Context: an optimization exercise on an open-source flow, tuned for small area and a short achievable clock period. The choices shown serve that exercise and are no tape-out recipe.
No run shown here included a check of the RTL's function; only the layout flow was run.
No activity file was given, so power comes from the tool's default toggle rates.

==> flow/design.v, too long to show whole: its modules and the start of the top module <==
// module vedic_mult_reg: 18 lines
// module vedicmult_16bit: 1431 lines
module vedic_mult_reg(clk, a, b, result);
  // ...
==> flow/run.sh <==
#!/bin/bash
# synth_recipe.tcl (not shown) runs the flow's synth.tcl, then flattens the netlist and writes it again
# the make line also repeats each setting of config.mk as NAME=value (left out here)
make -C /OpenROAD-flow-scripts/flow DESIGN_CONFIG=/design/flow/config.mk WORK_HOME=/design/flow/orfs CLKGATE_MAP_FILE= SYNTH_SCRIPT=/design/flow/synth_recipe.tcl finish
==> flow/config.mk <==
export PLATFORM = sky130hd
export DESIGN_NAME = vedic_mult_reg
export DESIGN_NICKNAME = vedic_mult_reg
export VERILOG_FILES = /design/flow/design.v
export SDC_FILE = /design/flow/constraint.sdc
export NUM_CORES = 8
export LEC_CHECK = 0
export CAP_MARGIN = 20
export CORE_MARGIN = 2
export CORE_UTILIZATION = 40
export SLEW_MARGIN = 20
==> flow/constraint.sdc <==
create_clock -name core_clock -period 9.0 [get_ports {clk}]
set_input_delay 1.8000 -clock core_clock [delete_from_list [all_inputs] [get_ports {clk}]]
set_output_delay 1.8000 -clock core_clock [all_outputs]
set_load 0.01 [all_outputs]
==> summary.txt, run 1 <==
Logic synthesis
  – Dominant cell type by area after synthesis: fa_1
  – Largest family of logic cells by synthesized area: adder cells
  – Most frequent cell after synthesis: a21oi_1
  – Syn nets: 1,616
  – Mux contribution to synthesized area: 0.0940%
  – Dominant cells by area after synthesis: fa_1 (20%), dfxtp_1 (12%), a21oi_1 (8.3%)
  – #FFs+latches synth: 64
  – Compound-Gate Fraction of Synth Area: 29.0%
  – Synth Area in XOR/XNOR: 4.60%

Hold path
  – Hold Startpoint: b_q[1]

Final layout
  – Reg with most FFs: result
  – Post-Layout Cell Count: 1,708
  – Seq Cell Count: 64
  – Number of flip-flops in the largest register: 32
  – Most frequent cells in the layout: a21oi_1 (176), inv_1 (139), nand2_1 (134)
  – Finished Cell Area: 11,700 sq um
  – Top flop regs: result: 32 flops, a_q: 16 flops, b_q: 16 flops

Drt
  – Number of remaining DRC errors: 0
  – Per-cell routed wire length: 19.0 um
  – Top Metal Used: met4
  – Vias per std cell: 5.95
  – M1 WL: 13,500 um
  – Via count: 10,200

Timing
  – Slew @ Worst Pin: 1.01 ns
  – Clock skew: 0.0151 ns
  – Final Cycle Share: 71.6%
  – Setup ws final: 2.55 ns
  – Slew Limit Fails: 0

Outcome
  – Outcome: timing/DRC/antenna clean

Die
  – Io pins: 65
  – Die ar.: 28,000 sq um
  – N_taps: 335
  – CORE AREA: 26,100 sq um

Worst setup path
  – CP startpoint: b_q[11]
  – CP peak stage delay: 0.75 ns

GRT
  – Largest net degree at the start of global routing: 88
  – Vias in the first global route: 9,650
  – Met3 Resource Use GR: 4.61%

Power
  – Clock power share: 10.8%

Place
  – DP Worst Slack: 2.64 ns
==> run 2, diff against run 1 <==
==> flow/design.v (replaced) <==
module vedic_mult_reg(clk, a, b, result);
	input clk;
	input [15:0] a;
	input [15:0] b;
	output reg [31:0] result;
	reg [15:0] a_q;
	reg [15:0] b_q;
	wire [31:0] product;
	vedicmult_16bit mult(
		.a(a_q),
		.b(b_q),
		.result(product));
	always @(posedge clk) begin
		a_q <= a;
		b_q <= b;
		result <= product;
	end
endmodule

module vedicmult_16bit(a, b, result);
	input wire [15:0] a;
	input wire [15:0] b;
	output wire [31:0] result;
wire p1;
wire p2;
wire p3;
wire p4;
wire p5;
wire p6;
wire p7;
wire p8;
wire p9;
wire p10;
wire p11;
wire p12;
wire p13;
wire p14;
wire p15;
wire p16;
wire p17;
wire p18;
wire p19;
wire p20;
wire p21;
wire p22;
wire p23;
wire p24;
wire p25;
wire p26;
wire p27;
wire p28;
wire p29;
wire p30;
wire p31;
wire p32;
wire p33;
wire p34;
wire p35;
wire p36;
wire p37;
wire p38;
wire p39;
wire p40;
wire p41;
wire p42;
wire p43;
wire p44;
wire p45;
wire p46;
wire p47;
wire p48;
wire p49;
wire p50;
wire p51;
wire p52;
wire p53;
wire p54;
wire p55;
wire p56;
wire p57;
wire p58;
wire p59;
wire p60;
wire p61;
wire p62;
wire p63;
wire p64;
wire p65;
wire p66;
wire p67;
wire p68;
wire p69;
wire p70;
wire p71;
wire p72;
wire p73;
wire p74;
wire p75;
wire p76;
wire p77;
wire p78;
wire p79;
wire p80;
wire p81;
wire p82;
wire p83;
wire p84;
wire p85;
wire p86;
wire p87;
wire p88;
wire p89;
wire p90;
wire p91;
wire p92;
wire p93;
wire p94;
wire p95;
wire p96;
wire p97;
wire p98;
wire p99;
wire p100;
wire p101;
wire p102;
wire p103;
wire p104;
wire p105;
wire p106;
wire p107;
wire p108;
wire p109;
wire p110;
wire p111;
wire p112;
wire p113;
wire p114;
wire p115;
wire p116;
wire p117;
wire p118;
wire p119;
wire p120;
wire p121;
wire p122;
wire p123;
wire p124;
wire p125;
wire p126;
wire p127;
wire p128;
wire p129;
wire p130;
wire p131;
wire p132;
wire p133;
wire p134;
wire p135;
wire p136;
wire p137;
wire p138;
wire p139;
wire p140;
wire p141;
wire p142;
wire p143;
wire p144;
wire p145;
wire p146;
wire p147;
wire p148;
wire p149;
wire p150;
wire p151;
wire p152;
wire p153;
wire p154;
wire p155;
wire p156;
wire p157;
wire p158;
wire p159;
wire p160;
wire p161;
wire p162;
wire p163;
wire p164;
wire p165;
wire p166;
wire p167;
wire p168;
wire p169;
wire p170;
wire p171;
wire p172;
wire p173;
wire p174;
wire p175;
wire p176;
wire p177;
wire p178;
wire p179;
wire p180;
wire p181;
wire p182;
wire p183;
wire p184;
wire p185;
wire p186;
wire p187;
wire p188;
wire p189;
wire p190;
wire p191;
wire p192;
wire p193;
wire p194;
wire p195;
wire p196;
wire p197;
wire p198;
wire p199;
wire p200;
wire p201;
wire p202;
wire p203;
wire p204;
wire p205;
wire p206;
wire p207;
wire p208;
wire p209;
wire p210;
wire p211;
wire p212;
wire p213;
wire p214;
wire p215;
wire p216;
wire p217;
wire p218;
wire p219;
wire p220;
wire p221;
wire p222;
wire p223;
wire p224;
wire p225;
wire p226;
wire p227;
wire p228;
wire p229;
wire p230;
wire p231;
wire p232;
wire p233;
wire p234;
wire p235;
wire p236;
wire p237;
wire p238;
wire p239;
wire p240;
wire p241;
wire p242;
wire p243;
wire p244;
wire p245;
wire p246;
wire p247;
wire p248;
wire p249;
wire p250;
wire p251;
wire p252;
wire p253;
wire p254;
wire p255;
wire p256;
wire s257;
wire c258;
wire s259;
wire c260;
wire s261;
wire c262;
wire s263;
wire c264;
wire s265;
wire c266;
wire s267;
wire c268;
wire s269;
wire c270;
wire s271;
wire c272;
wire s273;
wire c274;
wire s275;
wire c276;
wire s277;
wire c278;
wire s279;
wire c280;
wire s281;
wire c282;
wire s283;
wire c284;
wire s285;
wire c286;
wire s287;
wire c288;
wire s289;
wire c290;
wire s291;
wire c292;
wire s293;
wire c294;
wire s295;
wire c296;
wire s297;
wire c298;
wire s299;
wire c300;
wire s301;
wire c302;
wire s303;
wire c304;
wire s305;
wire c306;
wire s307;
wire c308;
wire s309;
wire c310;
wire s311;
wire c312;
wire s313;
wire c314;
wire s315;
wire c316;
wire s317;
wire c318;
wire s319;
wire c320;
wire s321;
wire c322;
wire s323;
wire c324;
wire s325;
wire c326;
wire s327;
wire c328;
wire s329;
wire c330;
wire s331;
wire c332;
wire s333;
wire c334;
wire s335;
wire c336;
wire s337;
wire c338;
wire s339;
wire c340;
wire s341;
wire c342;
wire s343;
wire c344;
wire s345;
wire c346;
wire s347;
wire c348;
wire s349;
wire c350;
wire s351;
wire c352;
wire s353;
wire c354;
wire s355;
wire c356;
wire s357;
wire c358;
wire s359;
wire c360;
wire s361;
wire c362;
wire s363;
wire c364;
wire s365;
wire c366;
wire s367;
wire c368;
wire s369;
wire c370;
wire s371;
wire c372;
wire s373;
wire c374;
wire s375;
wire c376;
wire s377;
wire c378;
wire s379;
wire c380;
wire s381;
wire c382;
wire s383;
wire c384;
wire s385;
wire c386;
wire s387;
wire c388;
wire s389;
wire c390;
wire s391;
wire c392;
wire s393;
wire c394;
wire s395;
wire c396;
wire s397;
wire c398;
wire s399;
wire c400;
wire s401;
wire c402;
wire s403;
wire c404;
wire s405;
wire c406;
wire s407;
wire c408;
wire s409;
wire c410;
wire s411;
wire c412;
wire s413;
wire c414;
wire s415;
wire c416;
wire s417;
wire c418;
wire s419;
wire c420;
wire s421;
wire c422;
wire s423;
wire c424;
wire s425;
wire c426;
wire s427;
wire c428;
wire s429;
wire c430;
wire s431;
wire c432;
wire s433;
wire c434;
wire s435;
wire c436;
wire s437;
wire c438;
wire s439;
wire c440;
wire s441;
wire c442;
wire s443;
wire c444;
wire s445;
wire c446;
wire s447;
wire c448;
wire s449;
wire c450;
wire s451;
wire c452;
wire s453;
wire c454;
wire s455;
wire c456;
wire s457;
wire c458;
wire s459;
wire c460;
wire s461;
wire c462;
wire s463;
wire c464;
wire s465;
wire c466;
wire s467;
wire c468;
wire s469;
wire c470;
wire s471;
wire c472;
wire s473;
wire c474;
wire s475;
wire c476;
wire s477;
wire c478;
wire s479;
wire c480;
wire s481;
wire c482;
wire s483;
wire c484;
wire s485;
wire c486;
wire s487;
wire c488;
wire s489;
wire c490;
wire s491;
wire c492;
wire s493;
wire c494;
wire s495;
wire c496;
wire s497;
wire c498;
wire s499;
wire c500;
wire s501;
wire c502;
wire s503;
wire c504;
wire s505;
wire c506;
wire s507;
wire c508;
wire s509;
wire c510;
wire s511;
wire c512;
wire s513;
wire c514;
wire s515;
wire c516;
wire s517;
wire c518;
wire s519;
wire c520;
wire s521;
wire c522;
wire s523;
wire c524;
wire s525;
wire c526;
wire s527;
wire c528;
wire s529;
wire c530;
wire s531;
wire c532;
wire s533;
wire c534;
wire s535;
wire c536;
wire s537;
wire c538;
wire s539;
wire c540;
wire s541;
wire c542;
wire s543;
wire c544;
wire s545;
wire c546;
wire s547;
wire c548;
wire s549;
wire c550;
wire s551;
wire c552;
wire s553;
wire c554;
wire s555;
wire c556;
wire s557;
wire c558;
wire s559;
wire c560;
wire s561;
wire c562;
wire s563;
wire c564;
wire s565;
wire c566;
wire s567;
wire c568;
wire s569;
wire c570;
wire s571;
wire c572;
wire s573;
wire c574;
wire s575;
wire c576;
wire s577;
wire c578;
wire s579;
wire c580;
wire s581;
wire c582;
wire s583;
wire c584;
wire s585;
wire c586;
wire s587;
wire c588;
wire s589;
wire c590;
wire s591;
wire c592;
wire s593;
wire c594;
wire s595;
wire c596;
wire s597;
wire c598;
wire s599;
wire c600;
wire s601;
wire c602;
wire s603;
wire c604;
wire s605;
wire c606;
wire s607;
wire c608;
wire s609;
wire c610;
wire s611;
wire c612;
wire s613;
wire c614;
wire s615;
wire c616;
wire s617;
wire c618;
wire s619;
wire c620;
wire s621;
wire c622;
wire s623;
wire c624;
wire s625;
wire c626;
wire s627;
wire c628;
wire s629;
wire c630;
wire s631;
wire c632;
wire s633;
wire c634;
wire s635;
wire c636;
wire s637;
wire c638;
wire s639;
wire c640;
wire s641;
wire c642;
wire s643;
wire c644;
wire s645;
wire c646;
wire s647;
wire c648;
wire s649;
wire c650;
wire s651;
wire c652;
wire s653;
wire c654;
wire s655;
wire c656;
wire s657;
wire c658;
wire s659;
wire c660;
wire s661;
wire c662;
wire s663;
wire c664;
wire s665;
wire c666;
wire s667;
wire c668;
wire s669;
wire c670;
wire s671;
wire c672;
wire s673;
wire c674;
wire s675;
wire c676;
wire g677;
wire x678;
wire g679;
wire x680;
wire g681;
wire x682;
wire g683;
wire x684;
wire g685;
wire x686;
wire g687;
wire x688;
wire g689;
wire x690;
wire g691;
wire x692;
wire g693;
wire x694;
wire g695;
wire x696;
wire g697;
wire x698;
wire g699;
wire x700;
wire g701;
wire x702;
wire g703;
wire x704;
wire g705;
wire x706;
wire g707;
wire x708;
wire g709;
wire x710;
wire g711;
wire x712;
wire g713;
wire x714;
wire g715;
wire x716;
wire g717;
wire x718;
wire g719;
wire x720;
wire g721;
wire x722;
wire g723;
wire x724;
wire g725;
wire x726;
wire g727;
wire x728;
wire g729;
wire x730;
wire g731;
wire x732;
wire g733;
wire x734;
wire g735;
wire x736;
wire q737;
wire q738;
wire q739;
wire q740;
wire q741;
wire q742;
wire q743;
wire q744;
wire q745;
wire q746;
wire q747;
wire q748;
wire q749;
wire q750;
wire q751;
wire q752;
wire q753;
wire q754;
wire q755;
wire q756;
wire q757;
wire q758;
wire q759;
wire q760;
wire q761;
wire q762;
wire q763;
wire q764;
wire q765;
wire q766;
wire q767;
wire q768;
wire q769;
wire q770;
wire q771;
wire q772;
wire q773;
wire q774;
wire q775;
wire q776;
wire q777;
wire q778;
wire q779;
wire q780;
wire q781;
wire q782;
wire q783;
wire q784;
wire q785;
wire q786;
wire q787;
wire q788;
wire q789;
wire q790;
wire q791;
wire q792;
wire q793;
wire q794;
wire q795;
wire q796;
wire q797;
wire q798;
wire q799;
wire q800;
wire q801;
wire q802;
wire q803;
wire q804;
wire q805;
wire q806;
wire q807;
wire q808;
wire q809;
wire q810;
wire q811;
wire q812;
wire q813;
wire q814;
wire q815;
wire q816;
wire q817;
wire q818;
wire q819;
wire q820;
wire q821;
wire q822;
wire q823;
wire q824;
wire q825;
wire q826;
wire q827;
wire q828;
wire q829;
wire q830;
wire q831;
wire q832;
wire q833;
wire q834;
wire q835;
wire q836;
wire q837;
wire q838;
wire q839;
wire q840;
wire q841;
wire q842;
wire q843;
wire q844;
wire q845;
wire q846;
wire q847;
wire q848;
wire q849;
wire q850;
wire q851;
wire q852;
wire q853;
wire q854;
wire q855;
wire q856;
wire q857;
wire q858;
wire q859;
wire q860;
wire q861;
wire q862;
wire q863;
wire q864;
wire q865;
wire q866;
wire q867;
wire q868;
wire q869;
wire q870;
wire q871;
wire q872;
wire q873;
wire q874;
wire q875;
wire q876;
wire q877;
wire q878;
wire q879;
wire q880;
wire q881;
wire q882;
wire q883;
wire q884;
wire q885;
wire o886;
wire o887;
wire o888;
wire o889;
wire o890;
wire o891;
wire o892;
wire o893;
wire o894;
wire o895;
wire o896;
wire o897;
wire o898;
wire o899;
wire o900;
wire o901;
wire o902;
wire o903;
wire o904;
wire o905;
wire o906;
wire o907;
wire o908;
wire o909;
wire o910;
wire o911;
wire o912;
wire o913;
wire o914;
wire o915;
assign p1 = a[0] & b[0];
assign p2 = a[0] & b[1];
assign p3 = a[0] & b[2];
assign p4 = a[0] & b[3];
assign p5 = a[0] & b[4];
assign p6 = a[0] & b[5];
assign p7 = a[0] & b[6];
assign p8 = a[0] & b[7];
assign p9 = a[0] & b[8];
assign p10 = a[0] & b[9];
assign p11 = a[0] & b[10];
assign p12 = a[0] & b[11];
assign p13 = a[0] & b[12];
assign p14 = a[0] & b[13];
assign p15 = a[0] & b[14];
assign p16 = a[0] & b[15];
assign p17 = a[1] & b[0];
assign p18 = a[1] & b[1];
assign p19 = a[1] & b[2];
assign p20 = a[1] & b[3];
assign p21 = a[1] & b[4];
assign p22 = a[1] & b[5];
assign p23 = a[1] & b[6];
assign p24 = a[1] & b[7];
assign p25 = a[1] & b[8];
assign p26 = a[1] & b[9];
assign p27 = a[1] & b[10];
assign p28 = a[1] & b[11];
assign p29 = a[1] & b[12];
assign p30 = a[1] & b[13];
assign p31 = a[1] & b[14];
assign p32 = a[1] & b[15];
assign p33 = a[2] & b[0];
assign p34 = a[2] & b[1];
assign p35 = a[2] & b[2];
assign p36 = a[2] & b[3];
assign p37 = a[2] & b[4];
assign p38 = a[2] & b[5];
assign p39 = a[2] & b[6];
assign p40 = a[2] & b[7];
assign p41 = a[2] & b[8];
assign p42 = a[2] & b[9];
assign p43 = a[2] & b[10];
assign p44 = a[2] & b[11];
assign p45 = a[2] & b[12];
assign p46 = a[2] & b[13];
assign p47 = a[2] & b[14];
assign p48 = a[2] & b[15];
assign p49 = a[3] & b[0];
assign p50 = a[3] & b[1];
assign p51 = a[3] & b[2];
assign p52 = a[3] & b[3];
assign p53 = a[3] & b[4];
assign p54 = a[3] & b[5];
assign p55 = a[3] & b[6];
assign p56 = a[3] & b[7];
assign p57 = a[3] & b[8];
assign p58 = a[3] & b[9];
assign p59 = a[3] & b[10];
assign p60 = a[3] & b[11];
assign p61 = a[3] & b[12];
assign p62 = a[3] & b[13];
assign p63 = a[3] & b[14];
assign p64 = a[3] & b[15];
assign p65 = a[4] & b[0];
assign p66 = a[4] & b[1];
assign p67 = a[4] & b[2];
assign p68 = a[4] & b[3];
assign p69 = a[4] & b[4];
assign p70 = a[4] & b[5];
assign p71 = a[4] & b[6];
assign p72 = a[4] & b[7];
assign p73 = a[4] & b[8];
assign p74 = a[4] & b[9];
assign p75 = a[4] & b[10];
assign p76 = a[4] & b[11];
assign p77 = a[4] & b[12];
assign p78 = a[4] & b[13];
assign p79 = a[4] & b[14];
assign p80 = a[4] & b[15];
assign p81 = a[5] & b[0];
assign p82 = a[5] & b[1];
assign p83 = a[5] & b[2];
assign p84 = a[5] & b[3];
assign p85 = a[5] & b[4];
assign p86 = a[5] & b[5];
assign p87 = a[5] & b[6];
assign p88 = a[5] & b[7];
assign p89 = a[5] & b[8];
assign p90 = a[5] & b[9];
assign p91 = a[5] & b[10];
assign p92 = a[5] & b[11];
assign p93 = a[5] & b[12];
assign p94 = a[5] & b[13];
assign p95 = a[5] & b[14];
assign p96 = a[5] & b[15];
assign p97 = a[6] & b[0];
assign p98 = a[6] & b[1];
assign p99 = a[6] & b[2];
assign p100 = a[6] & b[3];
assign p101 = a[6] & b[4];
assign p102 = a[6] & b[5];
assign p103 = a[6] & b[6];
assign p104 = a[6] & b[7];
assign p105 = a[6] & b[8];
assign p106 = a[6] & b[9];
assign p107 = a[6] & b[10];
assign p108 = a[6] & b[11];
assign p109 = a[6] & b[12];
assign p110 = a[6] & b[13];
assign p111 = a[6] & b[14];
assign p112 = a[6] & b[15];
assign p113 = a[7] & b[0];
assign p114 = a[7] & b[1];
assign p115 = a[7] & b[2];
assign p116 = a[7] & b[3];
assign p117 = a[7] & b[4];
assign p118 = a[7] & b[5];
assign p119 = a[7] & b[6];
assign p120 = a[7] & b[7];
assign p121 = a[7] & b[8];
assign p122 = a[7] & b[9];
assign p123 = a[7] & b[10];
assign p124 = a[7] & b[11];
assign p125 = a[7] & b[12];
assign p126 = a[7] & b[13];
assign p127 = a[7] & b[14];
assign p128 = a[7] & b[15];
assign p129 = a[8] & b[0];
assign p130 = a[8] & b[1];
assign p131 = a[8] & b[2];
assign p132 = a[8] & b[3];
assign p133 = a[8] & b[4];
assign p134 = a[8] & b[5];
assign p135 = a[8] & b[6];
assign p136 = a[8] & b[7];
assign p137 = a[8] & b[8];
assign p138 = a[8] & b[9];
assign p139 = a[8] & b[10];
assign p140 = a[8] & b[11];
assign p141 = a[8] & b[12];
assign p142 = a[8] & b[13];
assign p143 = a[8] & b[14];
assign p144 = a[8] & b[15];
assign p145 = a[9] & b[0];
assign p146 = a[9] & b[1];
assign p147 = a[9] & b[2];
assign p148 = a[9] & b[3];
assign p149 = a[9] & b[4];
assign p150 = a[9] & b[5];
assign p151 = a[9] & b[6];
assign p152 = a[9] & b[7];
assign p153 = a[9] & b[8];
assign p154 = a[9] & b[9];
assign p155 = a[9] & b[10];
assign p156 = a[9] & b[11];
assign p157 = a[9] & b[12];
assign p158 = a[9] & b[13];
assign p159 = a[9] & b[14];
assign p160 = a[9] & b[15];
assign p161 = a[10] & b[0];
assign p162 = a[10] & b[1];
assign p163 = a[10] & b[2];
assign p164 = a[10] & b[3];
assign p165 = a[10] & b[4];
assign p166 = a[10] & b[5];
assign p167 = a[10] & b[6];
assign p168 = a[10] & b[7];
assign p169 = a[10] & b[8];
assign p170 = a[10] & b[9];
assign p171 = a[10] & b[10];
assign p172 = a[10] & b[11];
assign p173 = a[10] & b[12];
assign p174 = a[10] & b[13];
assign p175 = a[10] & b[14];
assign p176 = a[10] & b[15];
assign p177 = a[11] & b[0];
assign p178 = a[11] & b[1];
assign p179 = a[11] & b[2];
assign p180 = a[11] & b[3];
assign p181 = a[11] & b[4];
assign p182 = a[11] & b[5];
assign p183 = a[11] & b[6];
assign p184 = a[11] & b[7];
assign p185 = a[11] & b[8];
assign p186 = a[11] & b[9];
assign p187 = a[11] & b[10];
assign p188 = a[11] & b[11];
assign p189 = a[11] & b[12];
assign p190 = a[11] & b[13];
assign p191 = a[11] & b[14];
assign p192 = a[11] & b[15];
assign p193 = a[12] & b[0];
assign p194 = a[12] & b[1];
assign p195 = a[12] & b[2];
assign p196 = a[12] & b[3];
assign p197 = a[12] & b[4];
assign p198 = a[12] & b[5];
assign p199 = a[12] & b[6];
assign p200 = a[12] & b[7];
assign p201 = a[12] & b[8];
assign p202 = a[12] & b[9];
assign p203 = a[12] & b[10];
assign p204 = a[12] & b[11];
assign p205 = a[12] & b[12];
assign p206 = a[12] & b[13];
assign p207 = a[12] & b[14];
assign p208 = a[12] & b[15];
assign p209 = a[13] & b[0];
assign p210 = a[13] & b[1];
assign p211 = a[13] & b[2];
assign p212 = a[13] & b[3];
assign p213 = a[13] & b[4];
assign p214 = a[13] & b[5];
assign p215 = a[13] & b[6];
assign p216 = a[13] & b[7];
assign p217 = a[13] & b[8];
assign p218 = a[13] & b[9];
assign p219 = a[13] & b[10];
assign p220 = a[13] & b[11];
assign p221 = a[13] & b[12];
assign p222 = a[13] & b[13];
assign p223 = a[13] & b[14];
assign p224 = a[13] & b[15];
assign p225 = a[14] & b[0];
assign p226 = a[14] & b[1];
assign p227 = a[14] & b[2];
assign p228 = a[14] & b[3];
assign p229 = a[14] & b[4];
assign p230 = a[14] & b[5];
assign p231 = a[14] & b[6];
assign p232 = a[14] & b[7];
assign p233 = a[14] & b[8];
assign p234 = a[14] & b[9];
assign p235 = a[14] & b[10];
assign p236 = a[14] & b[11];
assign p237 = a[14] & b[12];
assign p238 = a[14] & b[13];
assign p239 = a[14] & b[14];
assign p240 = a[14] & b[15];
assign p241 = a[15] & b[0];
assign p242 = a[15] & b[1];
assign p243 = a[15] & b[2];
assign p244 = a[15] & b[3];
assign p245 = a[15] & b[4];
assign p246 = a[15] & b[5];
assign p247 = a[15] & b[6];
assign p248 = a[15] & b[7];
assign p249 = a[15] & b[8];
assign p250 = a[15] & b[9];
assign p251 = a[15] & b[10];
assign p252 = a[15] & b[11];
assign p253 = a[15] & b[12];
assign p254 = a[15] & b[13];
assign p255 = a[15] & b[14];
assign p256 = a[15] & b[15];
assign s257 = p3 ^ p18;
assign c258 = p3 & p18;
assign s259 = p4 ^ p19 ^ p34;
assign c260 = (p4 & p19) | (p4 & p34) | (p19 & p34);
assign s261 = p49 ^ c258;
assign c262 = p49 & c258;
assign s263 = p5 ^ p20 ^ p35;
assign c264 = (p5 & p20) | (p5 & p35) | (p20 & p35);
assign s265 = p50 ^ p65 ^ c260;
assign c266 = (p50 & p65) | (p50 & c260) | (p65 & c260);
assign s267 = c262 ^ s263;
assign c268 = c262 & s263;
assign s269 = p6 ^ p21 ^ p36;
assign c270 = (p6 & p21) | (p6 & p36) | (p21 & p36);
assign s271 = p51 ^ p66 ^ p81;
assign c272 = (p51 & p66) | (p51 & p81) | (p66 & p81);
assign s273 = c264 ^ s269 ^ s271;
assign c274 = (c264 & s269) | (c264 & s271) | (s269 & s271);
assign s275 = c268 ^ c266;
assign c276 = c268 & c266;
assign s277 = p7 ^ p22 ^ p37;
assign c278 = (p7 & p22) | (p7 & p37) | (p22 & p37);
assign s279 = p52 ^ p67 ^ p82;
assign c280 = (p52 & p67) | (p52 & p82) | (p67 & p82);
assign s281 = p97 ^ c270 ^ c272;
assign c282 = (p97 & c270) | (p97 & c272) | (c270 & c272);
assign s283 = s277 ^ s279 ^ c274;
assign c284 = (s277 & s279) | (s277 & c274) | (s279 & c274);
assign s285 = s281 ^ c276;
assign c286 = s281 & c276;
assign s287 = p8 ^ p23 ^ p38;
assign c288 = (p8 & p23) | (p8 & p38) | (p23 & p38);
assign s289 = p53 ^ p68 ^ p83;
assign c290 = (p53 & p68) | (p53 & p83) | (p68 & p83);
assign s291 = p98 ^ p113 ^ c278;
assign c292 = (p98 & p113) | (p98 & c278) | (p113 & c278);
assign s293 = c280 ^ s287 ^ s289;
assign c294 = (c280 & s287) | (c280 & s289) | (s287 & s289);
assign s295 = c282 ^ s291 ^ s293;
assign c296 = (c282 & s291) | (c282 & s293) | (s291 & s293);
assign s297 = c286 ^ c284;
assign c298 = c286 & c284;
assign s299 = p9 ^ p24 ^ p39;
assign c300 = (p9 & p24) | (p9 & p39) | (p24 & p39);
assign s301 = p54 ^ p69 ^ p84;
assign c302 = (p54 & p69) | (p54 & p84) | (p69 & p84);
assign s303 = p99 ^ p114 ^ p129;
assign c304 = (p99 & p114) | (p99 & p129) | (p114 & p129);
assign s305 = c288 ^ c290 ^ s299;
assign c306 = (c288 & c290) | (c288 & s299) | (c290 & s299);
assign s307 = s301 ^ s303 ^ c292;
assign c308 = (s301 & s303) | (s301 & c292) | (s303 & c292);
assign s309 = c294 ^ s305 ^ s307;
assign c310 = (c294 & s305) | (c294 & s307) | (s305 & s307);
assign s311 = c296 ^ c298;
assign c312 = c296 & c298;
assign s313 = p10 ^ p25 ^ p40;
assign c314 = (p10 & p25) | (p10 & p40) | (p25 & p40);
assign s315 = p55 ^ p70 ^ p85;
assign c316 = (p55 & p70) | (p55 & p85) | (p70 & p85);
assign s317 = p100 ^ p115 ^ p130;
assign c318 = (p100 & p115) | (p100 & p130) | (p115 & p130);
assign s319 = p145 ^ c300 ^ c302;
assign c320 = (p145 & c300) | (p145 & c302) | (c300 & c302);
assign s321 = c304 ^ s313 ^ s315;
assign c322 = (c304 & s313) | (c304 & s315) | (s313 & s315);
assign s323 = s317 ^ c306 ^ s319;
assign c324 = (s317 & c306) | (s317 & s319) | (c306 & s319);
assign s325 = s321 ^ c308 ^ s323;
assign c326 = (s321 & c308) | (s321 & s323) | (c308 & s323);
assign s327 = c310 ^ c312;
assign c328 = c310 & c312;
assign s329 = p11 ^ p26 ^ p41;
assign c330 = (p11 & p26) | (p11 & p41) | (p26 & p41);
assign s331 = p56 ^ p71 ^ p86;
assign c332 = (p56 & p71) | (p56 & p86) | (p71 & p86);
assign s333 = p101 ^ p116 ^ p131;
assign c334 = (p101 & p116) | (p101 & p131) | (p116 & p131);
assign s335 = p146 ^ p161 ^ c314;
assign c336 = (p146 & p161) | (p146 & c314) | (p161 & c314);
assign s337 = c316 ^ c318 ^ s329;
assign c338 = (c316 & c318) | (c316 & s329) | (c318 & s329);
assign s339 = s331 ^ s333 ^ c320;
assign c340 = (s331 & s333) | (s331 & c320) | (s333 & c320);
assign s341 = c322 ^ s335 ^ s337;
assign c342 = (c322 & s335) | (c322 & s337) | (s335 & s337);
assign s343 = c324 ^ s339 ^ s341;
assign c344 = (c324 & s339) | (c324 & s341) | (s339 & s341);
assign s345 = c326 ^ s343;
assign c346 = c326 & s343;
assign s347 = p12 ^ p27 ^ p42;
assign c348 = (p12 & p27) | (p12 & p42) | (p27 & p42);
assign s349 = p57 ^ p72 ^ p87;
assign c350 = (p57 & p72) | (p57 & p87) | (p72 & p87);
assign s351 = p102 ^ p117 ^ p132;
assign c352 = (p102 & p117) | (p102 & p132) | (p117 & p132);
assign s353 = p147 ^ p162 ^ p177;
assign c354 = (p147 & p162) | (p147 & p177) | (p162 & p177);
assign s355 = c330 ^ c332 ^ c334;
assign c356 = (c330 & c332) | (c330 & c334) | (c332 & c334);
assign s357 = s347 ^ s349 ^ s351;
assign c358 = (s347 & s349) | (s347 & s351) | (s349 & s351);
assign s359 = s353 ^ c336 ^ c338;
assign c360 = (s353 & c336) | (s353 & c338) | (c336 & c338);
assign s361 = s355 ^ s357 ^ c340;
assign c362 = (s355 & s357) | (s355 & c340) | (s357 & c340);
assign s363 = c342 ^ s359 ^ s361;
assign c364 = (c342 & s359) | (c342 & s361) | (s359 & s361);
assign s365 = c344 ^ c346;
assign c366 = c344 & c346;
assign s367 = p13 ^ p28 ^ p43;
assign c368 = (p13 & p28) | (p13 & p43) | (p28 & p43);
assign s369 = p58 ^ p73 ^ p88;
assign c370 = (p58 & p73) | (p58 & p88) | (p73 & p88);
assign s371 = p103 ^ p118 ^ p133;
assign c372 = (p103 & p118) | (p103 & p133) | (p118 & p133);
assign s373 = p148 ^ p163 ^ p178;
assign c374 = (p148 & p163) | (p148 & p178) | (p163 & p178);
assign s375 = p193 ^ c348 ^ c350;
assign c376 = (p193 & c348) | (p193 & c350) | (c348 & c350);
assign s377 = c352 ^ c354 ^ s367;
assign c378 = (c352 & c354) | (c352 & s367) | (c354 & s367);
assign s379 = s369 ^ s371 ^ s373;
assign c380 = (s369 & s371) | (s369 & s373) | (s371 & s373);
assign s381 = c356 ^ c358 ^ s375;
assign c382 = (c356 & c358) | (c356 & s375) | (c358 & s375);
assign s383 = s377 ^ s379 ^ c360;
assign c384 = (s377 & s379) | (s377 & c360) | (s379 & c360);
assign s385 = s381 ^ c362 ^ s383;
assign c386 = (s381 & c362) | (s381 & s383) | (c362 & s383);
assign s387 = c364 ^ s385;
assign c388 = c364 & s385;
assign s389 = p14 ^ p29 ^ p44;
assign c390 = (p14 & p29) | (p14 & p44) | (p29 & p44);
assign s391 = p59 ^ p74 ^ p89;
assign c392 = (p59 & p74) | (p59 & p89) | (p74 & p89);
assign s393 = p104 ^ p119 ^ p134;
assign c394 = (p104 & p119) | (p104 & p134) | (p119 & p134);
assign s395 = p149 ^ p164 ^ p179;
assign c396 = (p149 & p164) | (p149 & p179) | (p164 & p179);
assign s397 = p194 ^ p209 ^ c368;
assign c398 = (p194 & p209) | (p194 & c368) | (p209 & c368);
assign s399 = c370 ^ c372 ^ c374;
assign c400 = (c370 & c372) | (c370 & c374) | (c372 & c374);
assign s401 = s389 ^ s391 ^ s393;
assign c402 = (s389 & s391) | (s389 & s393) | (s391 & s393);
assign s403 = s395 ^ c376 ^ c378;
assign c404 = (s395 & c376) | (s395 & c378) | (c376 & c378);
assign s405 = c380 ^ s397 ^ s399;
assign c406 = (c380 & s397) | (c380 & s399) | (s397 & s399);
assign s407 = s401 ^ c382 ^ s403;
assign c408 = (s401 & c382) | (s401 & s403) | (c382 & s403);
assign s409 = s405 ^ c384 ^ s407;
assign c410 = (s405 & c384) | (s405 & s407) | (c384 & s407);
assign s411 = c386 ^ s409;
assign c412 = c386 & s409;
assign s413 = p15 ^ p30 ^ p45;
assign c414 = (p15 & p30) | (p15 & p45) | (p30 & p45);
assign s415 = p60 ^ p75 ^ p90;
assign c416 = (p60 & p75) | (p60 & p90) | (p75 & p90);
assign s417 = p105 ^ p120 ^ p135;
assign c418 = (p105 & p120) | (p105 & p135) | (p120 & p135);
assign s419 = p150 ^ p165 ^ p180;
assign c420 = (p150 & p165) | (p150 & p180) | (p165 & p180);
assign s421 = p195 ^ p210 ^ p225;
assign c422 = (p195 & p210) | (p195 & p225) | (p210 & p225);
assign s423 = c390 ^ c392 ^ c394;
assign c424 = (c390 & c392) | (c390 & c394) | (c392 & c394);
assign s425 = c396 ^ s413 ^ s415;
assign c426 = (c396 & s413) | (c396 & s415) | (s413 & s415);
assign s427 = s417 ^ s419 ^ s421;
assign c428 = (s417 & s419) | (s417 & s421) | (s419 & s421);
assign s429 = c398 ^ c400 ^ c402;
assign c430 = (c398 & c400) | (c398 & c402) | (c400 & c402);
assign s431 = s423 ^ s425 ^ s427;
assign c432 = (s423 & s425) | (s423 & s427) | (s425 & s427);
assign s433 = c404 ^ c406 ^ s429;
assign c434 = (c404 & c406) | (c404 & s429) | (c406 & s429);
assign s435 = s431 ^ c408 ^ s433;
assign c436 = (s431 & c408) | (s431 & s433) | (c408 & s433);
assign s437 = c410 ^ s435;
assign c438 = c410 & s435;
assign s439 = p16 ^ p31 ^ p46;
assign c440 = (p16 & p31) | (p16 & p46) | (p31 & p46);
assign s441 = p61 ^ p76 ^ p91;
assign c442 = (p61 & p76) | (p61 & p91) | (p76 & p91);
assign s443 = p106 ^ p121 ^ p136;
assign c444 = (p106 & p121) | (p106 & p136) | (p121 & p136);
assign s445 = p151 ^ p166 ^ p181;
assign c446 = (p151 & p166) | (p151 & p181) | (p166 & p181);
assign s447 = p196 ^ p211 ^ p226;
assign c448 = (p196 & p211) | (p196 & p226) | (p211 & p226);
assign s449 = p241 ^ c414 ^ c416;
assign c450 = (p241 & c414) | (p241 & c416) | (c414 & c416);
assign s451 = c418 ^ c420 ^ c422;
assign c452 = (c418 & c420) | (c418 & c422) | (c420 & c422);
assign s453 = s439 ^ s441 ^ s443;
assign c454 = (s439 & s441) | (s439 & s443) | (s441 & s443);
assign s455 = s445 ^ s447 ^ c424;
assign c456 = (s445 & s447) | (s445 & c424) | (s447 & c424);
assign s457 = c426 ^ c428 ^ s449;
assign c458 = (c426 & c428) | (c426 & s449) | (c428 & s449);
assign s459 = s451 ^ s453 ^ c430;
assign c460 = (s451 & s453) | (s451 & c430) | (s453 & c430);
assign s461 = s455 ^ c432 ^ s457;
assign c462 = (s455 & c432) | (s455 & s457) | (c432 & s457);
assign s463 = c434 ^ s459 ^ s461;
assign c464 = (c434 & s459) | (c434 & s461) | (s459 & s461);
assign s465 = c436 ^ s463;
assign c466 = c436 & s463;
assign s467 = p32 ^ p47 ^ p62;
assign c468 = (p32 & p47) | (p32 & p62) | (p47 & p62);
assign s469 = p77 ^ p92 ^ p107;
assign c470 = (p77 & p92) | (p77 & p107) | (p92 & p107);
assign s471 = p122 ^ p137 ^ p152;
assign c472 = (p122 & p137) | (p122 & p152) | (p137 & p152);
assign s473 = p167 ^ p182 ^ p197;
assign c474 = (p167 & p182) | (p167 & p197) | (p182 & p197);
assign s475 = p212 ^ p227 ^ p242;
assign c476 = (p212 & p227) | (p212 & p242) | (p227 & p242);
assign s477 = c440 ^ c442 ^ c444;
assign c478 = (c440 & c442) | (c440 & c444) | (c442 & c444);
assign s479 = c446 ^ c448 ^ s467;
assign c480 = (c446 & c448) | (c446 & s467) | (c448 & s467);
assign s481 = s469 ^ s471 ^ s473;
assign c482 = (s469 & s471) | (s469 & s473) | (s471 & s473);
assign s483 = s475 ^ c450 ^ c452;
assign c484 = (s475 & c450) | (s475 & c452) | (c450 & c452);
assign s485 = c454 ^ s477 ^ s479;
assign c486 = (c454 & s477) | (c454 & s479) | (s477 & s479);
assign s487 = s481 ^ c456 ^ c458;
assign c488 = (s481 & c456) | (s481 & c458) | (c456 & c458);
assign s489 = s483 ^ s485 ^ c460;
assign c490 = (s483 & s485) | (s483 & c460) | (s485 & c460);
assign s491 = c462 ^ s487 ^ s489;
assign c492 = (c462 & s487) | (c462 & s489) | (s487 & s489);
assign s493 = c464 ^ c466;
assign c494 = c464 & c466;
assign s495 = p48 ^ p63 ^ p78;
assign c496 = (p48 & p63) | (p48 & p78) | (p63 & p78);
assign s497 = p93 ^ p108 ^ p123;
assign c498 = (p93 & p108) | (p93 & p123) | (p108 & p123);
assign s499 = p138 ^ p153 ^ p168;
assign c500 = (p138 & p153) | (p138 & p168) | (p153 & p168);
assign s501 = p183 ^ p198 ^ p213;
assign c502 = (p183 & p198) | (p183 & p213) | (p198 & p213);
assign s503 = p228 ^ p243 ^ c468;
assign c504 = (p228 & p243) | (p228 & c468) | (p243 & c468);
assign s505 = c470 ^ c472 ^ c474;
assign c506 = (c470 & c472) | (c470 & c474) | (c472 & c474);
assign s507 = c476 ^ s495 ^ s497;
assign c508 = (c476 & s495) | (c476 & s497) | (s495 & s497);
assign s509 = s499 ^ s501 ^ c478;
assign c510 = (s499 & s501) | (s499 & c478) | (s501 & c478);
assign s511 = c480 ^ c482 ^ s503;
assign c512 = (c480 & c482) | (c480 & s503) | (c482 & s503);
assign s513 = s505 ^ s507 ^ c484;
assign c514 = (s505 & s507) | (s505 & c484) | (s507 & c484);
assign s515 = s509 ^ c486 ^ s511;
assign c516 = (s509 & c486) | (s509 & s511) | (c486 & s511);
assign s517 = c488 ^ s513 ^ s515;
assign c518 = (c488 & s513) | (c488 & s515) | (s513 & s515);
assign s519 = c490 ^ s517 ^ c492;
assign c520 = (c490 & s517) | (c490 & c492) | (s517 & c492);
assign s521 = p64 ^ p79 ^ p94;
assign c522 = (p64 & p79) | (p64 & p94) | (p79 & p94);
assign s523 = p109 ^ p124 ^ p139;
assign c524 = (p109 & p124) | (p109 & p139) | (p124 & p139);
assign s525 = p154 ^ p169 ^ p184;
assign c526 = (p154 & p169) | (p154 & p184) | (p169 & p184);
assign s527 = p199 ^ p214 ^ p229;
assign c528 = (p199 & p214) | (p199 & p229) | (p214 & p229);
assign s529 = p244 ^ c496 ^ c498;
assign c530 = (p244 & c496) | (p244 & c498) | (c496 & c498);
assign s531 = c500 ^ c502 ^ s521;
assign c532 = (c500 & c502) | (c500 & s521) | (c502 & s521);
assign s533 = s523 ^ s525 ^ s527;
assign c534 = (s523 & s525) | (s523 & s527) | (s525 & s527);
assign s535 = c504 ^ c506 ^ c508;
assign c536 = (c504 & c506) | (c504 & c508) | (c506 & c508);
assign s537 = s529 ^ s531 ^ s533;
assign c538 = (s529 & s531) | (s529 & s533) | (s531 & s533);
assign s539 = c510 ^ c512 ^ s535;
assign c540 = (c510 & c512) | (c510 & s535) | (c512 & s535);
assign s541 = s537 ^ c514 ^ c516;
assign c542 = (s537 & c514) | (s537 & c516) | (c514 & c516);
assign s543 = s539 ^ c518 ^ s541;
assign c544 = (s539 & c518) | (s539 & s541) | (c518 & s541);
assign s545 = p80 ^ p95 ^ p110;
assign c546 = (p80 & p95) | (p80 & p110) | (p95 & p110);
assign s547 = p125 ^ p140 ^ p155;
assign c548 = (p125 & p140) | (p125 & p155) | (p140 & p155);
assign s549 = p170 ^ p185 ^ p200;
assign c550 = (p170 & p185) | (p170 & p200) | (p185 & p200);
assign s551 = p215 ^ p230 ^ p245;
assign c552 = (p215 & p230) | (p215 & p245) | (p230 & p245);
assign s553 = c522 ^ c524 ^ c526;
assign c554 = (c522 & c524) | (c522 & c526) | (c524 & c526);
assign s555 = c528 ^ s545 ^ s547;
assign c556 = (c528 & s545) | (c528 & s547) | (s545 & s547);
assign s557 = s549 ^ s551 ^ c530;
assign c558 = (s549 & s551) | (s549 & c530) | (s551 & c530);
assign s559 = c532 ^ c534 ^ s553;
assign c560 = (c532 & c534) | (c532 & s553) | (c534 & s553);
assign s561 = s555 ^ c536 ^ s557;
assign c562 = (s555 & c536) | (s555 & s557) | (c536 & s557);
assign s563 = c538 ^ s559 ^ c540;
assign c564 = (c538 & s559) | (c538 & c540) | (s559 & c540);
assign s565 = s561 ^ c542 ^ s563;
assign c566 = (s561 & c542) | (s561 & s563) | (c542 & s563);
assign s567 = p96 ^ p111 ^ p126;
assign c568 = (p96 & p111) | (p96 & p126) | (p111 & p126);
assign s569 = p141 ^ p156 ^ p171;
assign c570 = (p141 & p156) | (p141 & p171) | (p156 & p171);
assign s571 = p186 ^ p201 ^ p216;
assign c572 = (p186 & p201) | (p186 & p216) | (p201 & p216);
assign s573 = p231 ^ p246 ^ c546;
assign c574 = (p231 & p246) | (p231 & c546) | (p246 & c546);
assign s575 = c548 ^ c550 ^ c552;
assign c576 = (c548 & c550) | (c548 & c552) | (c550 & c552);
assign s577 = s567 ^ s569 ^ s571;
assign c578 = (s567 & s569) | (s567 & s571) | (s569 & s571);
assign s579 = c554 ^ c556 ^ s573;
assign c580 = (c554 & c556) | (c554 & s573) | (c556 & s573);
assign s581 = s575 ^ s577 ^ c558;
assign c582 = (s575 & s577) | (s575 & c558) | (s577 & c558);
assign s583 = c560 ^ s579 ^ s581;
assign c584 = (c560 & s579) | (c560 & s581) | (s579 & s581);
assign s585 = c562 ^ c564 ^ s583;
assign c586 = (c562 & c564) | (c562 & s583) | (c564 & s583);
assign s587 = p112 ^ p127 ^ p142;
assign c588 = (p112 & p127) | (p112 & p142) | (p127 & p142);
assign s589 = p157 ^ p172 ^ p187;
assign c590 = (p157 & p172) | (p157 & p187) | (p172 & p187);
assign s591 = p202 ^ p217 ^ p232;
assign c592 = (p202 & p217) | (p202 & p232) | (p217 & p232);
assign s593 = p247 ^ c568 ^ c570;
assign c594 = (p247 & c568) | (p247 & c570) | (c568 & c570);
assign s595 = c572 ^ s587 ^ s589;
assign c596 = (c572 & s587) | (c572 & s589) | (s587 & s589);
assign s597 = s591 ^ c574 ^ c576;
assign c598 = (s591 & c574) | (s591 & c576) | (c574 & c576);
assign s599 = c578 ^ s593 ^ s595;
assign c600 = (c578 & s593) | (c578 & s595) | (s593 & s595);
assign s601 = c580 ^ s597 ^ s599;
assign c602 = (c580 & s597) | (c580 & s599) | (s597 & s599);
assign s603 = c582 ^ s601 ^ c584;
assign c604 = (c582 & s601) | (c582 & c584) | (s601 & c584);
assign s605 = p128 ^ p143 ^ p158;
assign c606 = (p128 & p143) | (p128 & p158) | (p143 & p158);
assign s607 = p173 ^ p188 ^ p203;
assign c608 = (p173 & p188) | (p173 & p203) | (p188 & p203);
assign s609 = p218 ^ p233 ^ p248;
assign c610 = (p218 & p233) | (p218 & p248) | (p233 & p248);
assign s611 = c588 ^ c590 ^ c592;
assign c612 = (c588 & c590) | (c588 & c592) | (c590 & c592);
assign s613 = s605 ^ s607 ^ s609;
assign c614 = (s605 & s607) | (s605 & s609) | (s607 & s609);
assign s615 = c594 ^ c596 ^ s611;
assign c616 = (c594 & c596) | (c594 & s611) | (c596 & s611);
assign s617 = s613 ^ c598 ^ c600;
assign c618 = (s613 & c598) | (s613 & c600) | (c598 & c600);
assign s619 = s615 ^ c602 ^ s617;
assign c620 = (s615 & c602) | (s615 & s617) | (c602 & s617);
assign s621 = p144 ^ p159 ^ p174;
assign c622 = (p144 & p159) | (p144 & p174) | (p159 & p174);
assign s623 = p189 ^ p204 ^ p219;
assign c624 = (p189 & p204) | (p189 & p219) | (p204 & p219);
assign s625 = p234 ^ p249 ^ c606;
assign c626 = (p234 & p249) | (p234 & c606) | (p249 & c606);
assign s627 = c608 ^ c610 ^ s621;
assign c628 = (c608 & c610) | (c608 & s621) | (c610 & s621);
assign s629 = s623 ^ c612 ^ c614;
assign c630 = (s623 & c612) | (s623 & c614) | (c612 & c614);
assign s631 = s625 ^ s627 ^ c616;
assign c632 = (s625 & s627) | (s625 & c616) | (s627 & c616);
assign s633 = s629 ^ c618 ^ s631;
assign c634 = (s629 & c618) | (s629 & s631) | (c618 & s631);
assign s635 = p160 ^ p175 ^ p190;
assign c636 = (p160 & p175) | (p160 & p190) | (p175 & p190);
assign s637 = p205 ^ p220 ^ p235;
assign c638 = (p205 & p220) | (p205 & p235) | (p220 & p235);
assign s639 = p250 ^ c622 ^ c624;
assign c640 = (p250 & c622) | (p250 & c624) | (c622 & c624);
assign s641 = s635 ^ s637 ^ c626;
assign c642 = (s635 & s637) | (s635 & c626) | (s637 & c626);
assign s643 = c628 ^ s639 ^ c630;
assign c644 = (c628 & s639) | (c628 & c630) | (s639 & c630);
assign s645 = s641 ^ c632 ^ s643;
assign c646 = (s641 & c632) | (s641 & s643) | (c632 & s643);
assign s647 = p176 ^ p191 ^ p206;
assign c648 = (p176 & p191) | (p176 & p206) | (p191 & p206);
assign s649 = p221 ^ p236 ^ p251;
assign c650 = (p221 & p236) | (p221 & p251) | (p236 & p251);
assign s651 = c636 ^ c638 ^ s647;
assign c652 = (c636 & c638) | (c636 & s647) | (c638 & s647);
assign s653 = s649 ^ c640 ^ s651;
assign c654 = (s649 & c640) | (s649 & s651) | (c640 & s651);
assign s655 = c642 ^ s653 ^ c644;
assign c656 = (c642 & s653) | (c642 & c644) | (s653 & c644);
assign s657 = p192 ^ p207 ^ p222;
assign c658 = (p192 & p207) | (p192 & p222) | (p207 & p222);
assign s659 = p237 ^ p252 ^ c648;
assign c660 = (p237 & p252) | (p237 & c648) | (p252 & c648);
assign s661 = c650 ^ s657 ^ c652;
assign c662 = (c650 & s657) | (c650 & c652) | (s657 & c652);
assign s663 = s659 ^ c654 ^ s661;
assign c664 = (s659 & c654) | (s659 & s661) | (c654 & s661);
assign s665 = p208 ^ p223 ^ p238;
assign c666 = (p208 & p223) | (p208 & p238) | (p223 & p238);
assign s667 = p253 ^ c658 ^ s665;
assign c668 = (p253 & c658) | (p253 & s665) | (c658 & s665);
assign s669 = c660 ^ s667 ^ c662;
assign c670 = (c660 & s667) | (c660 & c662) | (s667 & c662);
assign s671 = p224 ^ p239 ^ p254;
assign c672 = (p224 & p239) | (p224 & p254) | (p239 & p254);
assign s673 = c666 ^ s671 ^ c668;
assign c674 = (c666 & s671) | (c666 & c668) | (s671 & c668);
assign s675 = p240 ^ p255 ^ c672;
assign c676 = (p240 & p255) | (p240 & c672) | (p255 & c672);
assign g677 = p2 & p17;
assign x678 = p2 ^ p17;
assign g679 = p33 & s257;
assign x680 = p33 ^ s257;
assign g681 = s259 & s261;
assign x682 = s259 ^ s261;
assign g683 = s265 & s267;
assign x684 = s265 ^ s267;
assign g685 = s273 & s275;
assign x686 = s273 ^ s275;
assign g687 = s283 & s285;
assign x688 = s283 ^ s285;
assign g689 = s295 & s297;
assign x690 = s295 ^ s297;
assign g691 = s309 & s311;
assign x692 = s309 ^ s311;
assign g693 = s325 & s327;
assign x694 = s325 ^ s327;
assign g695 = c328 & s345;
assign x696 = c328 ^ s345;
assign g697 = s363 & s365;
assign x698 = s363 ^ s365;
assign g699 = c366 & s387;
assign x700 = c366 ^ s387;
assign g701 = c388 & s411;
assign x702 = c388 ^ s411;
assign g703 = c412 & s437;
assign x704 = c412 ^ s437;
assign g705 = c438 & s465;
assign x706 = c438 ^ s465;
assign g707 = s491 & s493;
assign x708 = s491 ^ s493;
assign g709 = c494 & s519;
assign x710 = c494 ^ s519;
assign g711 = c520 & s543;
assign x712 = c520 ^ s543;
assign g713 = c544 & s565;
assign x714 = c544 ^ s565;
assign g715 = c566 & s585;
assign x716 = c566 ^ s585;
assign g717 = c586 & s603;
assign x718 = c586 ^ s603;
assign g719 = c604 & s619;
assign x720 = c604 ^ s619;
assign g721 = c620 & s633;
assign x722 = c620 ^ s633;
assign g723 = c634 & s645;
assign x724 = c634 ^ s645;
assign g725 = c646 & s655;
assign x726 = c646 ^ s655;
assign g727 = c656 & s663;
assign x728 = c656 ^ s663;
assign g729 = c664 & s669;
assign x730 = c664 ^ s669;
assign g731 = c670 & s673;
assign x732 = c670 ^ s673;
assign g733 = c674 & s675;
assign x734 = c674 ^ s675;
assign g735 = p256 & c676;
assign x736 = p256 ^ c676;
assign q737 = x678 & p1;
assign q738 = g681 | (x682 & g679);
assign q739 = x682 & x680;
assign q740 = g685 | (x686 & g683);
assign q741 = x686 & x684;
assign q742 = g689 | (x690 & g687);
assign q743 = x690 & x688;
assign q744 = g693 | (x694 & g691);
assign q745 = x694 & x692;
assign q746 = g697 | (x698 & g695);
assign q747 = x698 & x696;
assign q748 = g701 | (x702 & g699);
assign q749 = x702 & x700;
assign q750 = g705 | (x706 & g703);
assign q751 = x706 & x704;
assign q752 = g709 | (x710 & g707);
assign q753 = x710 & x708;
assign q754 = g713 | (x714 & g711);
assign q755 = x714 & x712;
assign q756 = g717 | (x718 & g715);
assign q757 = x718 & x716;
assign q758 = g721 | (x722 & g719);
assign q759 = x722 & x720;
assign q760 = g725 | (x726 & g723);
assign q761 = x726 & x724;
assign q762 = g729 | (x730 & g727);
assign q763 = x730 & x728;
assign q764 = g733 | (x734 & g731);
assign q765 = x734 & x732;
assign q766 = g679 | (x680 & g677);
assign q767 = x680 & q737;
assign q768 = q738 | (q739 & g677);
assign q769 = q739 & q737;
assign q770 = g687 | (x688 & q740);
assign q771 = x688 & q741;
assign q772 = q742 | (q743 & q740);
assign q773 = q743 & q741;
assign q774 = g695 | (x696 & q744);
assign q775 = x696 & q745;
assign q776 = q746 | (q747 & q744);
assign q777 = q747 & q745;
assign q778 = g703 | (x704 & q748);
assign q779 = x704 & q749;
assign q780 = q750 | (q751 & q748);
assign q781 = q751 & q749;
assign q782 = g711 | (x712 & q752);
assign q783 = x712 & q753;
assign q784 = q754 | (q755 & q752);
assign q785 = q755 & q753;
assign q786 = g719 | (x720 & q756);
assign q787 = x720 & q757;
assign q788 = q758 | (q759 & q756);
assign q789 = q759 & q757;
assign q790 = g727 | (x728 & q760);
assign q791 = x728 & q761;
assign q792 = q762 | (q763 & q760);
assign q793 = q763 & q761;
assign q794 = g735 | (x736 & q764);
assign q795 = x736 & q765;
assign q796 = g683 | (x684 & q768);
assign q797 = x684 & q769;
assign q798 = q740 | (q741 & q768);
assign q799 = q741 & q769;
assign q800 = q770 | (q771 & q768);
assign q801 = q771 & q769;
assign q802 = q772 | (q773 & q768);
assign q803 = q773 & q769;
assign q804 = g699 | (x700 & q776);
assign q805 = x700 & q777;
assign q806 = q748 | (q749 & q776);
assign q807 = q749 & q777;
assign q808 = q778 | (q779 & q776);
assign q809 = q779 & q777;
assign q810 = q780 | (q781 & q776);
assign q811 = q781 & q777;
assign q812 = g715 | (x716 & q784);
assign q813 = x716 & q785;
assign q814 = q756 | (q757 & q784);
assign q815 = q757 & q785;
assign q816 = q786 | (q787 & q784);
assign q817 = q787 & q785;
assign q818 = q788 | (q789 & q784);
assign q819 = q789 & q785;
assign q820 = g731 | (x732 & q792);
assign q821 = x732 & q793;
assign q822 = q764 | (q765 & q792);
assign q823 = q765 & q793;
assign q824 = q794 | (q795 & q792);
assign q825 = q795 & q793;
assign q826 = g691 | (x692 & q802);
assign q827 = x692 & q803;
assign q828 = q744 | (q745 & q802);
assign q829 = q745 & q803;
assign q830 = q774 | (q775 & q802);
assign q831 = q775 & q803;
assign q832 = q776 | (q777 & q802);
assign q833 = q777 & q803;
assign q834 = q804 | (q805 & q802);
assign q835 = q805 & q803;
assign q836 = q806 | (q807 & q802);
assign q837 = q807 & q803;
assign q838 = q808 | (q809 & q802);
assign q839 = q809 & q803;
assign q840 = q810 | (q811 & q802);
assign q841 = q811 & q803;
assign q842 = g723 | (x724 & q818);
assign q843 = x724 & q819;
assign q844 = q760 | (q761 & q818);
assign q845 = q761 & q819;
assign q846 = q790 | (q791 & q818);
assign q847 = q791 & q819;
assign q848 = q792 | (q793 & q818);
assign q849 = q793 & q819;
assign q850 = q820 | (q821 & q818);
assign q851 = q821 & q819;
assign q852 = q822 | (q823 & q818);
assign q853 = q823 & q819;
assign q854 = q824 | (q825 & q818);
assign q855 = q825 & q819;
assign q856 = g707 | (x708 & q840);
assign q857 = x708 & q841;
assign q858 = q752 | (q753 & q840);
assign q859 = q753 & q841;
assign q860 = q782 | (q783 & q840);
assign q861 = q783 & q841;
assign q862 = q784 | (q785 & q840);
assign q863 = q785 & q841;
assign q864 = q812 | (q813 & q840);
assign q865 = q813 & q841;
assign q866 = q814 | (q815 & q840);
assign q867 = q815 & q841;
assign q868 = q816 | (q817 & q840);
assign q869 = q817 & q841;
assign q870 = q818 | (q819 & q840);
assign q871 = q819 & q841;
assign q872 = q842 | (q843 & q840);
assign q873 = q843 & q841;
assign q874 = q844 | (q845 & q840);
assign q875 = q845 & q841;
assign q876 = q846 | (q847 & q840);
assign q877 = q847 & q841;
assign q878 = q848 | (q849 & q840);
assign q879 = q849 & q841;
assign q880 = q850 | (q851 & q840);
assign q881 = q851 & q841;
assign q882 = q852 | (q853 & q840);
assign q883 = q853 & q841;
assign q884 = q854 | (q855 & q840);
assign q885 = q855 & q841;
assign o886 = x680 ^ g677;
assign o887 = x682 ^ q766;
assign o888 = x684 ^ q768;
assign o889 = x686 ^ q796;
assign o890 = x688 ^ q798;
assign o891 = x690 ^ q800;
assign o892 = x692 ^ q802;
assign o893 = x694 ^ q826;
assign o894 = x696 ^ q828;
assign o895 = x698 ^ q830;
assign o896 = x700 ^ q832;
assign o897 = x702 ^ q834;
assign o898 = x704 ^ q836;
assign o899 = x706 ^ q838;
assign o900 = x708 ^ q840;
assign o901 = x710 ^ q856;
assign o902 = x712 ^ q858;
assign o903 = x714 ^ q860;
assign o904 = x716 ^ q862;
assign o905 = x718 ^ q864;
assign o906 = x720 ^ q866;
assign o907 = x722 ^ q868;
assign o908 = x724 ^ q870;
assign o909 = x726 ^ q872;
assign o910 = x728 ^ q874;
assign o911 = x730 ^ q876;
assign o912 = x732 ^ q878;
assign o913 = x734 ^ q880;
assign o914 = x736 ^ q882;
assign o915 = 1'b0 ^ q884;
assign result[0] = p1;
assign result[1] = x678;
assign result[2] = o886;
assign result[3] = o887;
assign result[4] = o888;
assign result[5] = o889;
assign result[6] = o890;
assign result[7] = o891;
assign result[8] = o892;
assign result[9] = o893;
assign result[10] = o894;
assign result[11] = o895;
assign result[12] = o896;
assign result[13] = o897;
assign result[14] = o898;
assign result[15] = o899;
assign result[16] = o900;
assign result[17] = o901;
assign result[18] = o902;
assign result[19] = o903;
assign result[20] = o904;
assign result[21] = o905;
assign result[22] = o906;
assign result[23] = o907;
assign result[24] = o908;
assign result[25] = o909;
assign result[26] = o910;
assign result[27] = o911;
assign result[28] = o912;
assign result[29] = o913;
assign result[30] = o914;
assign result[31] = o915;
endmodule
==> summary.txt, run 2 <==
Final layout
  – Share of layout cells above drive strength 1: 2.82% (was 4.73%)
  – Final net count: 1,229 (was 1,569)
  – Fill count: 2,045 (was 2,650)
  – Top flop regs: result: 32 flops, a_q: 16 flops, b_q: 16 flops (unchanged)
  – Reg with most FFs: result (unchanged)
  – Multi-input logic area: 6690 sq um (was 8240 sq um)
  – Most common cell after layout, fill and taps aside: fa_1 (was a21oi_1)
  – Post-Layout Cell Count: 1,238 (was 1,708)
  – FF+latch area: 1280 sq um (was 1290 sq um)
  – Most frequent cells in the layout: fa_1 (199), inv_1 (186), and2_1 (149) (was a21oi_1 (176), inv_1 (139), nand2_1 (134))
  – Number of flip-flops in the largest register: 32 (unchanged)
  – Area growth from synthesis to layout: 13.2% (was 10.1%)

Drt
  – Routed WL: 21,100 um (was 32,400 um)
  – Via count: 5,964 (was 10,200)
  – Initial DRC Count: 379 (was 1,122)
  – DRT Pass-1 Iters: 5 (was 17)
  – Per-cell routed wire length: 17.0 um (was 19.0 um)
  – Routed Antenna Nets: 0 (unchanged)
  – Number of remaining DRC errors: 0 (unchanged)
  – Vias per std cell: 4.82 (was 5.95)

Worst setup path
  – CP endpoint kind: register (unchanged)
  – Crit start category: register (unchanged)
  – CP required: 9.23 ns (was 9.31 ns)
  – CP max FO: 16 (was 28)
  – Crit path DAT: 6.27 ns (was 6.75 ns)
  – Crit path kind: register to register (unchanged)

Power
  – Clock power share: 9.8% (was 10.8%)
  – Net Sw Power: 1.76 mW (was 1.79 mW)
  – Sequential Power Share: 12.7% (was 11.6%)
  – Gate power share: 77.6% (was 77.7%)
  – Power density cells: 365 nW/um^2 (was 327 nW/um^2)
  – Leakage: 4.76 nW (was 4.81 nW)
  – Internal Power: 1.88 mW (was 2.04 mW)
  – Sw frac: 48.3% (was 46.7%)
  – Total Power: 3.64 mW (was 3.84 mW)
  – Worst vdd ir: 288 uV (was 301 uV)

Timing
  – Min Tclk post-route: 6.04 ns (was 6.45 ns)
  – Relative slew slack: 38.1% (was 32.3%)
  – Setup TNS: 0 ns (unchanged)
  – Final setup vio count: 0 (unchanged)
  – Max Fclk: 166 MHz (was 155 MHz)
  – Slew @ Worst Pin: 0.918 ns (was 1.01 ns)
  – Clock skew: 0.0139 ns (was 0.0151 ns)
  – Slew Limit Fails: 0 (unchanged)
  – RSZ-0062 raised after global routing: false (unchanged)
  – Final Cycle Share: 67.1% (was 71.6%)
  – Final Hold Viols: 0 (unchanged)

GRT
  – GR Util met1: 26.1% (was 30.3%)
  – Initial antenna violation count: 1 (was 0)
  – Global-route wire length before repair: 35,000 um (was 52,300 um)
  – Met3 Resource Use GR: 3.58% (was 4.61%)
  – Vias in the first global route: 6,580 (was 9,650)
  – M2 GR Usage: 32.1% (was 38.4%)
  – Gr busiest metal: met2 (unchanged)
  – Gr usage total: 19.4% (was 23.5%)
  – Global route total overflow: 0 (unchanged)
  – Largest net degree at the start of global routing: 17 (was 88)

Die
  – Die span in x: 152 um (was 167 um)
  – Cell Rows: 54 (was 59)
  – Initial core utilization: 40.6% (was 40.8%)
  – Die height: 152 um (was 167 um)
  – Die ar.: 23,200 sq um (was 28,000 sq um)
  – Io pins: 65 (unchanged)
  – CORE AREA: 21,700 sq um (was 26,100 sq um)

CTS
  – Clock sinks: 64 (unchanged)
  – CTS-repair resized insts: 0 (unchanged)
  – Clk Latency, worst-skew pair: 0.36 ns (about the same)
  – CTS tree: done (unchanged)
  – Clk buf depth: 2 (unchanged)
  – Hold Buf Count CTS: 0 (unchanged)
  – # Post-CTS Setup Buffers: 0 (unchanged)
  – Clock transition at the registers of the reported paths: 0.06 ns (about the same)
  – Clock tree root driver cell: clkbuf_16 (unchanged)
  – H-tree Lvls: 3 (unchanged)
  – CTS buffer count: 9 (unchanged)

Logic synthesis
  – Yosys warns: 1 (unchanged)
  – Syn nets: 1,185 (was 1,616)
  – Most frequent cell after synthesis: fa_1 (was a21oi_1)
  – Yosys cell types: 43 (was 53)
  – Post-Syn Area: 8800 sq um (was 10,700 sq um)
  – Async set-reset flop share out of synthesis: 0% (unchanged)
  – Synthesized instance count: 908 (was 1,415)
  – Share of the synthesized area in the top cell type: 45.3% (was 20.1%)
  – Dominant cell type by area after synthesis: fa_1 (unchanged)
  – Dominant cells by area after synthesis: fa_1 (45%), dfxtp_1 (15%), and2_1 (11%) (was fa_1 (20%), dfxtp_1 (12%), a21oi_1 (8.3%))
  – Mean post-synth cell area: 9.69 sq um (was 7.53 sq um)
  – Primary FF master, synth: dfxtp_1 (unchanged)
  – Number of synthesized flops with an enable pin: 0 (unchanged)
  – Register area share after synthesis: 14.6% (was 12.0%)
  – Synth cell count leaders: fa_1 (199), inv_1 (186), and2_1 (149), nand2_1 (116), dfxtp_1 (64) (was a21oi_1 (176), inv_1 (139), nand2_1 (134), clkbuf_1 (119), fa_1 (107))
  – #FFs+latches synth: 64 (unchanged)

Hold path
  – Hold Crit Class: register to register (unchanged)

Job
  – Max cap viols: 0 (unchanged)

Place
  – DP HPWL: 16,600 um (was 21,900 um)
  – GPL Wtd Cong: 0.838 (was 0.856)
  – Port Buf Inserts: 64 (unchanged)
  – DP Cell Count: 1,221 (was 1,692)

Outcome
  – Outcome: timing/DRC/antenna clean (unchanged)
-- run 2: changes by cell type after synthesis, sizes merged, moves of 25 or more --
cell / previous run / this run
a21oi: 178 / 15
o22ai: 77 / 0
inv: 140 / 186
fa: 107 / 199
o21ai: 59 / 12
nor2b: 29 / 4
nor2: 82 / 14
clkbuf: 119 / 32
a211oi: 29 / 1
and2: 10 / 149
buf: 40 / 1
a22oi: 27 / 0
maj3: 44 / 0
-- run 2: power groups by stage --
stage          sequential (mW)  combinational, mW  clock (mW)
3_3_place_gp             0.467               2.81           0
4_1_cts                  0.462               2.85       0.362
5_1_grt                  0.472               3.24       0.377
3_5_place_dp             0.468               2.83           0
2_1_floorplan            0.475               2.13           0
6_report                 0.461               2.82       0.355
-- run 2: cell families after synthesis --
| logic type | count (synthesis) | share of synthesized area, % |
|---|---|---|
| flip-flops | 64 | 14.6 |
| XOR/XNOR | 20 | 1.99 |
| AND/OR/NAND/NOR | 309 | 18.5 |
| AO/OA/AOI/OAI | 52 | 3.89 |
| buffers and inverters | 219 | 9.42 |
| adder cells (fa/ha/maj) | 244 | 51.7 |
-- run 2: worst max-delay path, cell delays in order, from the launching register on --
cell,delay (ns)
dfxtp_1,0.71
nand2_1,0.15
fa_1,0.53
inv_1,0.06
fa_1,0.46
fa_1,0.50
inv_1,0.05
fa_1,0.45
fa_1,0.50
inv_1,0.04
ha_1,0.27
ha_1,0.33
and4_1,0.21
nand2_1,0.07
o21ai_0,0.59
o21ai_1,0.23
nand2b_1,0.18
inv_1,0.07
fa_1,0.37
xnor2_1,0.14
-- run 2: through the flow --
step                utilization [%]  worst slack (ns)  hold slack (ns)  cell area [sq um]
floorplan                         -              3.55            0.495               8800
global placement               44.6              3.10            0.727               9680
detailed placement             44.6              3.01            0.737               9680
CTS                            45.9              3.00            0.743               9960
global route                   45.9              2.59            0.802               9960
finish                         45.9              2.96            0.742               9960
-- run 2: final timing paths --
kind / from / end / slack, ns / cells after the start
worst max register to register: b_q[12] / result[17] / 2.96 / 19
worst max-delay path: b_q[12] / result[17] / 2.96 / 19
worst min register to register: a_q[0] / result[0] / 0.74 / 1
worst min-delay path: a_q[0] / result[0] / 0.74 / 1
-- run 2: area by class of cell --
class                      count  area share (%)
inverter                     186            7.01
multi-input combinational    625            67.2
timing repair buffer          66            6.58
clock buffer                  10            2.40
clock inverter                 6           0.440
sequential                    64            12.9
antenna                        1          0.0251
tap                          280            3.52
-- run 2: per-layer routing --
metal / part of all wire [%] / vias up
li1: - / 2753
met1: 44 / 3054
met2: 48 / 125
met3: 5.6 / 30
met4: 2.6 / 2
met5: 0.062 / -

[separate check: timing with driven ports]
Ports are ideal in the flow. The routed layouts listed here were re-timed in OpenROAD.
Step 1 assumes that a clkbuf_16 drives the clock port and a buf_2 every other input.
Step 2 times the ports against the registers' clock, not the clock port: input delays grow and output delays shrink by t, the midpoint of the rising clock arrivals with the driver on.
Slacks: ideal / step 1 / step 2; pairs: ideal / step 1.
run	shift t [ns]	setup slack, ns	worst setup path after step 2	worst slew at a driven data input, ns	cell pins on the clock port's net
run 1	0.400	2.553 / 2.553 / 2.553	register to register	0.04	1
run 2	0.397	2.958 / 2.958 / 2.958	register to register	0.05	1
After both steps every run listed still meets setup and hold.
